Context: an optimization exercise on an open-source flow, tuned for small area, a short achievable clock period and few clock cycles. The choices shown serve that exercise and are no tape-out recipe. In this exercise RTL edits were held to simulation tests only and were not proved equivalent to the original. The flow treats the clock pin as an ideal source. Dropping or thinning the clock tree relies on that and would not hold on a real chip. Power and IR drop assume default switching activity.

==> flow/design.v <==
`timescale 1ns / 1ps
module day3_part2_top( clk, rst, rom_addr, rom_data, sum, done );
    input clk;
    input rst;
    output [13:0] rom_addr;
    input [7:0] rom_data;
    output [31:0] sum;
    output done;
    reg        rst_q;       
    reg [13:0] addr;
    reg [6:0]  hi;          
    reg [7:0]  lo;          
    reg        pz;          
    reg        l1, l2, l3;  
    reg [52:1] seen1;
    reg [52:1] seen2;
    reg        keep1a;      
    reg        keep1b;      
    reg        keep2a;      
    reg        keep2b;      
    reg [5:0]  badge;
    reg        add;         
    reg        add2;        
    reg        c3;
    reg [5:0]  sum_lo;
    reg        carry;
    reg [11:0] sum_hi;
    reg        fin;         
    reg        fin2;
    reg        int_done;
    wire zero = hi[0] & lo[0];
    wire eol = zero & ~pz;                        
    wire last = eol & l3;                         
    wire [52:1] keep1 = {{26{keep1b}}, {26{keep1a}}};
    wire [52:1] keep2 = {{26{keep2b}}, {26{keep2a}}};
    reg [52:1] hit;
    integer i;
    always @(*)
        for (i = 1; i <= 52; i = i + 1)
            hit[i] = hi[i / 8] & lo[i % 8];
    reg [5:0] enc;
    always @(*) begin
        enc = 6'd0;
        for (i = 1; i <= 52; i = i + 1)
            if (seen1[i]) enc = enc | i[5:0];
    end
    assign rom_addr = addr;
    assign sum = {14'd0, sum_hi, sum_lo};
    assign done = int_done;
    always @(posedge clk) begin
        rst_q <= rst;
        addr <= rst_q ? 14'd0 : addr + 14'd1;
        for (i = 0; i < 7; i = i + 1)
            hi[i] <= (rom_data[5:3] == i);
        for (i = 0; i < 8; i = i + 1)
            lo[i] <= (rom_data[2:0] == i);
        pz <= zero;
        l1 <= ~rst_q & ((~l1 & ~l2 & ~l3) | (l1 & ~eol) | last);
        l2 <= ~rst_q & ((l2 & ~eol) | (l1 & eol));
        l3 <= ~rst_q & ((l3 & ~eol) | (l2 & eol));
        keep1a <= ~rst_q & ~(eol & (l2 | l3));
        keep1b <= ~rst_q & ~(eol & l2) & ~last;
        keep2a <= ~rst_q & ~last;
        keep2b <= ~rst_q & ~(eol & (l1 | l3));
        seen1 <= (seen1 & keep1) | (hit & ({52{l1}} | ({52{l3}} & seen2)));
        seen2 <= (seen2 & keep2) | (hit & {52{l2}} & seen1);
        badge <= enc;
        add <= ~rst_q & last & ~int_done;
        add2 <= ~rst_q & add;
        if (rst_q) begin
            sum_lo <= 6'd0;
            c3 <= 1'b0;
            carry <= 1'b0;
            sum_hi <= 12'd0;
        end else begin
            if (add)
                {c3, sum_lo[2:0]} <= {1'b0, sum_lo[2:0]} + {1'b0, badge[2:0]};
            if (add2)
                {carry, sum_lo[5:3]} <= {1'b0, sum_lo[5:3]} + {1'b0, badge[5:3]} + {3'd0, c3};
            else
                carry <= 1'b0;
            sum_hi <= sum_hi + {11'd0, carry};
        end
        fin <= ~rst_q & zero & pz & l1;
        fin2 <= ~rst_q & fin;
        int_done <= ~rst & ~rst_q & (int_done | fin2);
    end
endmodule
Settings: LEC_CHECK=0, ABC_CLOCK_PERIOD_IN_PS=1500, CAP_MARGIN=20, CORE_MARGIN=2, CORE_UTILIZATION=40, SETUP_SLACK_MARGIN=2.5, SLEW_MARGIN=20; clock period 4.0 ns.
standard.sh (not shown) runs the stock make flow with config.mk's settings and CLKGATE_MAP_FILE= SYNTH_SCRIPT=/design/flow/synth_recipe.tcl, a recipe that flattens the netlist after the stock synthesis.
==> flow/flow/run.sh <==
#!/bin/bash
# The standard layout (standard.sh), except:
# - the clock tree is built by flow/mycts.tcl, run as ORFS's PRE_CTS_TCL hook,
#   which then skips clock_tree_synthesis: the clock port drives 4 root
#   inverters, each driving 2 leaf inverters, each driving an equal-count grid
#   cluster of flip-flops (two inversions: the flip-flops see the port clock);
# - the port buffers are buf_2 cells instead of delay cells;
# - setup repair does not insert buffers (unbuffer, sizeup, swap only).
# All tool output goes to standard.log and ORFS's own logs under orfs/logs.
set -euo pipefail
export PRE_CTS_TCL=$PWD/flow/mycts.tcl
export MYCTS_COLS=4
export MYCTS_ROWS=2
export MYCTS_ROOT=sky130_fd_sc_hd__inv_8
export MYCTS_LEAF=sky130_fd_sc_hd__inv_12
export MYCTS_OUTBUF=sky130_fd_sc_hd__buf_2
export MYCTS_INBUF=sky130_fd_sc_hd__buf_2
export MYCTS_OUTFF=sky130_fd_sc_hd__dfxtp_2
export SETUP_MOVE_SEQUENCE=unbuffer,sizeup,swap
# slow wide OR gates are left out of synthesis and repair; adders are plain
# gates for abc rather than full-adder cells
export DONT_USE_CELLS="sky130_fd_sc_hd__or4* sky130_fd_sc_hd__or3*"
export ADDER_MAP_FILE=
bash standard.sh > standard.log 2>&1
==> flow/flow/mycts.tcl <==
set nleaf_cols [expr {[info exists ::env(MYCTS_COLS)] ? $::env(MYCTS_COLS) : 2}]
set nleaf_rows [expr {[info exists ::env(MYCTS_ROWS)] ? $::env(MYCTS_ROWS) : 4}]
set root_master_name [expr {[info exists ::env(MYCTS_ROOT)] ? $::env(MYCTS_ROOT) : "sky130_fd_sc_hd__clkbuf_16"}]
set leaf_master_name [expr {[info exists ::env(MYCTS_LEAF)] ? $::env(MYCTS_LEAF) : "sky130_fd_sc_hd__clkbuf_16"}]

set db [ord::get_db]
set block [ord::get_db_block]
set clk_net [$block findNet clk]
set leaf_master [$db findMaster $leaf_master_name]

# flip-flop clock pins on the clock net
set sinks {}
foreach it [$clk_net getITerms] {
  set inst [$it getInst]
  set loc [$inst getLocation]
  set m [$inst getMaster]
  set x [expr {[lindex $loc 0] + [$m getWidth] / 2}]
  set y [expr {[lindex $loc 1] + [$m getHeight] / 2}]
  lappend sinks [list $x $y $it]
}
set n [llength $sinks]
puts "mycts: $n clock sinks, $nleaf_cols x $nleaf_rows leaves"

# grid partition with equal counts: columns by x, then rows by y
set sinks [lsort -integer -index 0 $sinks]
set clusters {}
for {set c 0} {$c < $nleaf_cols} {incr c} {
  set lo [expr {($c * $n) / $nleaf_cols}]
  set hi [expr {(($c + 1) * $n) / $nleaf_cols - 1}]
  set col [lsort -integer -index 1 [lrange $sinks $lo $hi]]
  set m [llength $col]
  for {set r 0} {$r < $nleaf_rows} {incr r} {
    set lo2 [expr {($r * $m) / $nleaf_rows}]
    set hi2 [expr {(($r + 1) * $m) / $nleaf_rows - 1}]
    lappend clusters [lrange $col $lo2 $hi2]
  }
}

proc centroid {pts} {
  set sx 0; set sy 0
  foreach p $pts { set sx [expr {$sx + [lindex $p 0]}]; set sy [expr {$sy + [lindex $p 1]}] }
  set k [llength $pts]
  return [list [expr {$sx / $k}] [expr {$sy / $k}]]
}

proc place_at {inst x y} {
  set m [$inst getMaster]
  set x0 [expr {$x - [$m getWidth] / 2}]
  set y0 [expr {$y - [$m getHeight] / 2}]
  $inst setLocation [expr {int($x0)}] [expr {int($y0)}]
  $inst setPlacementStatus PLACED
}

set leaf_pos {}
foreach cl $clusters { lappend leaf_pos [centroid $cl] }
set root_nets {}
for {set c 0} {$c < $nleaf_cols} {incr c} {
  if {$root_master_name eq "none"} {
    lappend root_nets $clk_net
    continue
  }
  set rp [centroid [lrange $leaf_pos [expr {$c * $nleaf_rows}] [expr {($c + 1) * $nleaf_rows - 1}]]]
  set root [odb::dbInst_create $block [$db findMaster $root_master_name] "mycts_root_$c"]
  place_at $root [lindex $rp 0] [lindex $rp 1]
  set rnet [odb::dbNet_create $block "mycts_root_net_$c"]
  $rnet setSigType CLOCK
  [$root findITerm A] connect $clk_net
  [$root findITerm [expr {[$root findITerm X] ne "NULL" ? "X" : "Y"}]] connect $rnet
  lappend root_nets $rnet
}

set i 0
foreach cl $clusters pos $leaf_pos {
  set leaf [odb::dbInst_create $block $leaf_master "mycts_leaf_$i"]
  place_at $leaf [lindex $pos 0] [lindex $pos 1]
  set net [odb::dbNet_create $block "mycts_net_$i"]
  $net setSigType CLOCK
  [$leaf findITerm A] connect [lindex $root_nets [expr {$i / $nleaf_rows}]]
  [$leaf findITerm [expr {[$leaf findITerm X] ne "NULL" ? "X" : "Y"}]] connect $net
  foreach p $cl {
    set it [lindex $p 2]
    $it disconnect
    $it connect $net
  }
  puts "mycts: leaf $i at $pos drives [llength $cl] sinks"
  incr i
}
$clk_net setSigType CLOCK

set_propagated_clock [all_clocks]

# the tree is built: make the flow's CTS calls no-ops (repair_clock_inverters
# would clone the root inverters for each of their loads)
rename clock_tree_synthesis orig_clock_tree_synthesis
proc clock_tree_synthesis {args} { puts "mycts: clock_tree_synthesis skipped" }
rename repair_clock_inverters orig_repair_clock_inverters
proc repair_clock_inverters {args} { puts "mycts: repair_clock_inverters skipped" }

# Output ports: the flow's port buffers are slow delay cells; use buf_2.
if {[info exists ::env(MYCTS_OUTBUF)] && $::env(MYCTS_OUTBUF) ne ""} {
  foreach port [all_outputs] {
    set net [get_nets [get_full_name $port]]
    foreach pin [get_pins -of_objects $net -filter "direction == output"] {
      set inst [get_cells -of_objects $pin]
      set cell [get_property $inst ref_name]
      if {[string match "sky130_fd_sc_hd__*buf*" $cell] || [string match "sky130_fd_sc_hd__dly*" $cell]} {
        replace_cell [get_property $inst full_name] $::env(MYCTS_OUTBUF)
      }
    }
  }
}

# Input ports (but the clock): the flow's port buffers are slow delay cells.
if {[info exists ::env(MYCTS_INBUF)] && $::env(MYCTS_INBUF) ne ""} {
  foreach port [all_inputs] {
    set pname [get_full_name $port]
    if {$pname eq "clk"} { continue }
    set net [get_nets $pname]
    foreach pin [get_pins -of_objects $net -filter "direction == input"] {
      set inst [get_cells -of_objects $pin]
      set cell [get_property $inst ref_name]
      if {[string match "sky130_fd_sc_hd__*buf*" $cell] || [string match "sky130_fd_sc_hd__dly*" $cell]} {
        replace_cell [get_property $inst full_name] $::env(MYCTS_INBUF)
      }
    }
  }
}

# Flip-flops that drive an output port's buffer: upsize to MYCTS_OUTFF (same
# cell type, larger drive), so the path to the output is fast.
if {[info exists ::env(MYCTS_OUTFF)] && $::env(MYCTS_OUTFF) ne ""} {
  foreach port [all_outputs] {
    set net [get_nets [get_full_name $port]]
    foreach pin [get_pins -of_objects $net -filter "direction == output"] {
      set buf [get_cells -of_objects $pin]
      foreach in [get_pins -of_objects $buf -filter "direction == input"] {
        set n2 [get_nets -of_objects $in]
        foreach drv [get_pins -of_objects $n2 -filter "direction == output"] {
          set ff [get_cells -of_objects $drv]
          if {[get_property $ff ref_name] eq "sky130_fd_sc_hd__dfxtp_1"} {
            replace_cell [get_property $ff full_name] $::env(MYCTS_OUTFF)
          }
        }
      }
    }
  }
}
The baseline produced a clean layout.
Testbench counts at the start, summed over its fixed seeds: cycles 164,595.
Rerun with:
--- a/flow/flow/run.sh
+++ b/flow/flow/run.sh
@@ -12,9 +12,8 @@
 export MYCTS_COLS=4
 export MYCTS_ROWS=2
-export MYCTS_ROOT=sky130_fd_sc_hd__inv_8
-export MYCTS_LEAF=sky130_fd_sc_hd__inv_12
+export MYCTS_ROOT=sky130_fd_sc_hd__inv_12
+export MYCTS_LEAF=sky130_fd_sc_hd__inv_16
 export MYCTS_OUTBUF=sky130_fd_sc_hd__buf_2
 export MYCTS_INBUF=sky130_fd_sc_hd__buf_2
-export MYCTS_OUTFF=sky130_fd_sc_hd__dfxtp_2
 export SETUP_MOVE_SEQUENCE=unbuffer,sizeup,swap
 # slow wide OR gates are left out of synthesis and repair; adders are plain
--- a/flow/flow/mycts.tcl
+++ b/flow/flow/mycts.tcl
@@ -126,22 +126,2 @@
   }
 }
-
-# Flip-flops that drive an output port's buffer: upsize to MYCTS_OUTFF (same
-# cell type, larger drive), so the path to the output is fast.
-if {[info exists ::env(MYCTS_OUTFF)] && $::env(MYCTS_OUTFF) ne ""} {
-  foreach port [all_outputs] {
-    set net [get_nets [get_full_name $port]]
-    foreach pin [get_pins -of_objects $net -filter "direction == output"] {
-      set buf [get_cells -of_objects $pin]
-      foreach in [get_pins -of_objects $buf -filter "direction == input"] {
-        set n2 [get_nets -of_objects $in]
-        foreach drv [get_pins -of_objects $n2 -filter "direction == output"] {
-          set ff [get_cells -of_objects $drv]
-          if {[get_property $ff ref_name] eq "sky130_fd_sc_hd__dfxtp_1"} {
-            replace_cell [get_property $ff full_name] $::env(MYCTS_OUTFF)
-          }
-        }
-      }
-    }
-  }
-}
The changed run completed without violations.
Critical path depth does not change.
Combinational power hardly moves.
Power went up by 3.7%.
Die area is unchanged.
Utilization went up by 0.19 points.
Sequential power stays flat.
Wire length is about the same.
Worst hold slack gains 8.8 ps.
Cell count is unchanged.
Clock power went up by 13%.
Clock skew hardly moves.
Rerun with:
--- a/flow/flow/run.sh
+++ b/flow/flow/run.sh
@@ -19,5 +19,43 @@
 # slow wide OR gates are left out of synthesis and repair; adders are plain
 # gates for abc rather than full-adder cells
-export DONT_USE_CELLS="sky130_fd_sc_hd__or4* sky130_fd_sc_hd__or3*"
 export ADDER_MAP_FILE=
-bash standard.sh > standard.log 2>&1
+# DONT_USE_CELLS must be given to make on its command line (which replaces the
+# platform's list, so this repeats it)
+DONT_USE="sky130_fd_sc_hd__or4* sky130_fd_sc_hd__or3* \
+  sky130_fd_sc_hd__lpflow_bleeder_1 \
+  sky130_fd_sc_hd__lpflow_clkbufkapwr_1 \
+  sky130_fd_sc_hd__lpflow_clkbufkapwr_16 \
+  sky130_fd_sc_hd__lpflow_clkbufkapwr_2 \
+  sky130_fd_sc_hd__lpflow_clkbufkapwr_4 \
+  sky130_fd_sc_hd__lpflow_clkbufkapwr_8 \
+  sky130_fd_sc_hd__lpflow_clkinvkapwr_1 \
+  sky130_fd_sc_hd__lpflow_clkinvkapwr_16 \
+  sky130_fd_sc_hd__lpflow_clkinvkapwr_2 \
+  sky130_fd_sc_hd__lpflow_clkinvkapwr_4 \
+  sky130_fd_sc_hd__lpflow_clkinvkapwr_8 \
+  sky130_fd_sc_hd__lpflow_decapkapwr_12 \
+  sky130_fd_sc_hd__lpflow_decapkapwr_3 \
+  sky130_fd_sc_hd__lpflow_decapkapwr_4 \
+  sky130_fd_sc_hd__lpflow_decapkapwr_6 \
+  sky130_fd_sc_hd__lpflow_decapkapwr_8 \
+  sky130_fd_sc_hd__lpflow_inputiso0n_1 \
+  sky130_fd_sc_hd__lpflow_inputiso0p_1 \
+  sky130_fd_sc_hd__lpflow_inputiso1n_1 \
+  sky130_fd_sc_hd__lpflow_inputiso1p_1 \
+  sky130_fd_sc_hd__lpflow_inputisolatch_1 \
+  sky130_fd_sc_hd__lpflow_isobufsrc_1 \
+  sky130_fd_sc_hd__lpflow_isobufsrc_16 \
+  sky130_fd_sc_hd__lpflow_isobufsrc_2 \
+  sky130_fd_sc_hd__lpflow_isobufsrc_4 \
+  sky130_fd_sc_hd__lpflow_isobufsrc_8 \
+  sky130_fd_sc_hd__lpflow_isobufsrckapwr_16 \
+  sky130_fd_sc_hd__lpflow_lsbuf_lh_hl_isowell_tap_1 \
+  sky130_fd_sc_hd__lpflow_lsbuf_lh_hl_isowell_tap_2 \
+  sky130_fd_sc_hd__lpflow_lsbuf_lh_hl_isowell_tap_4 \
+  sky130_fd_sc_hd__lpflow_lsbuf_lh_isowell_4 \
+  sky130_fd_sc_hd__lpflow_lsbuf_lh_isowell_tap_1 \
+  sky130_fd_sc_hd__lpflow_lsbuf_lh_isowell_tap_2 \
+  sky130_fd_sc_hd__lpflow_lsbuf_lh_isowell_tap_4 \
+  sky130_fd_sc_hd__probe_p_8 \
+  sky130_fd_sc_hd__probec_p_8"
+bash standard.sh "DONT_USE_CELLS=$DONT_USE" finish > standard.log 2>&1
Result: Die area barely changes. Fmax falls slightly. Worst setup slack degrades by 29 ps. Final area hardly moves. Area after synthesis stays flat. Wire length went up slightly. Utilization stays flat.
Rerun with:
==> flow/flow/run.sh (replaced) <==
#!/bin/bash
# The standard layout (standard.sh), except:
# - the clock tree is built by flow/mycts.tcl, run as ORFS's PRE_CTS_TCL hook,
#   which then skips clock_tree_synthesis: the clock port drives 4 root
#   inverters, each driving 2 leaf inverters, each driving an equal-count grid
#   cluster of flip-flops (two inversions: the flip-flops see the port clock);
# - the port buffers are buf_2 cells instead of delay cells;
# - setup repair does not insert buffers (unbuffer, sizeup, swap only).
# All tool output goes to standard.log and ORFS's own logs under orfs/logs.
set -euo pipefail
export PRE_CTS_TCL=$PWD/flow/mycts.tcl
export MYCTS_COLS=4
export MYCTS_ROWS=2
export MYCTS_ROOT=sky130_fd_sc_hd__clkinv_16
export MYCTS_LEAF=sky130_fd_sc_hd__clkinv_16
export MYCTS_OUTBUF=sky130_fd_sc_hd__buf_2
export MYCTS_INBUF=sky130_fd_sc_hd__buf_2
export SETUP_MOVE_SEQUENCE=unbuffer,sizeup,swap
bash standard.sh > standard.log 2>&1
After rerunning: The changed run went through all stages and came out clean. Via count is lower by 1.8%. Sequential share of layout area is lower by 1.7 points. Worst setup slack got worse by 17 ps.
In every run of this note, the design's own scripts or RTL, not TritonCTS, make the clock network.

re-timing with driven ports:
The results above use ideal ports. As a check the final layouts listed here were re-extracted and re-timed, cells and wires unchanged.
Step 1 assumes that a clkbuf_16 drives the clock port and a buf_2 every other input.
Step 2 also shifts input and output timing later by t, the mid clock arrival at the registers, as if the neighbouring blocks saw the same clock.
Three values: no drivers, after step 1, after step 2; two values: the first two.
| run | t (ns) | setup slack, ns | latest minus earliest clock arrival (ns) |
|---|---|---|---|
| the first run | 0.245 | 2.495 / 2.408 / 2.495 | 0.015 / 0.016 |
| the second run | 0.268 | 2.501 / 2.349 / 2.500 | 0.014 / 0.015 |
| the third run | 0.268 | 2.472 / 2.368 / 2.472 | 0.014 / 0.014 |
| the fourth run | 0.338 | 2.455 / 2.286 / 2.455 | 0.009 / 0.009 |
After both steps setup and hold are still met in every run listed. For the second run, which loses most, drivers alone change the setup slack by -0.152 ns; drivers and shift together by -0.001 ns.
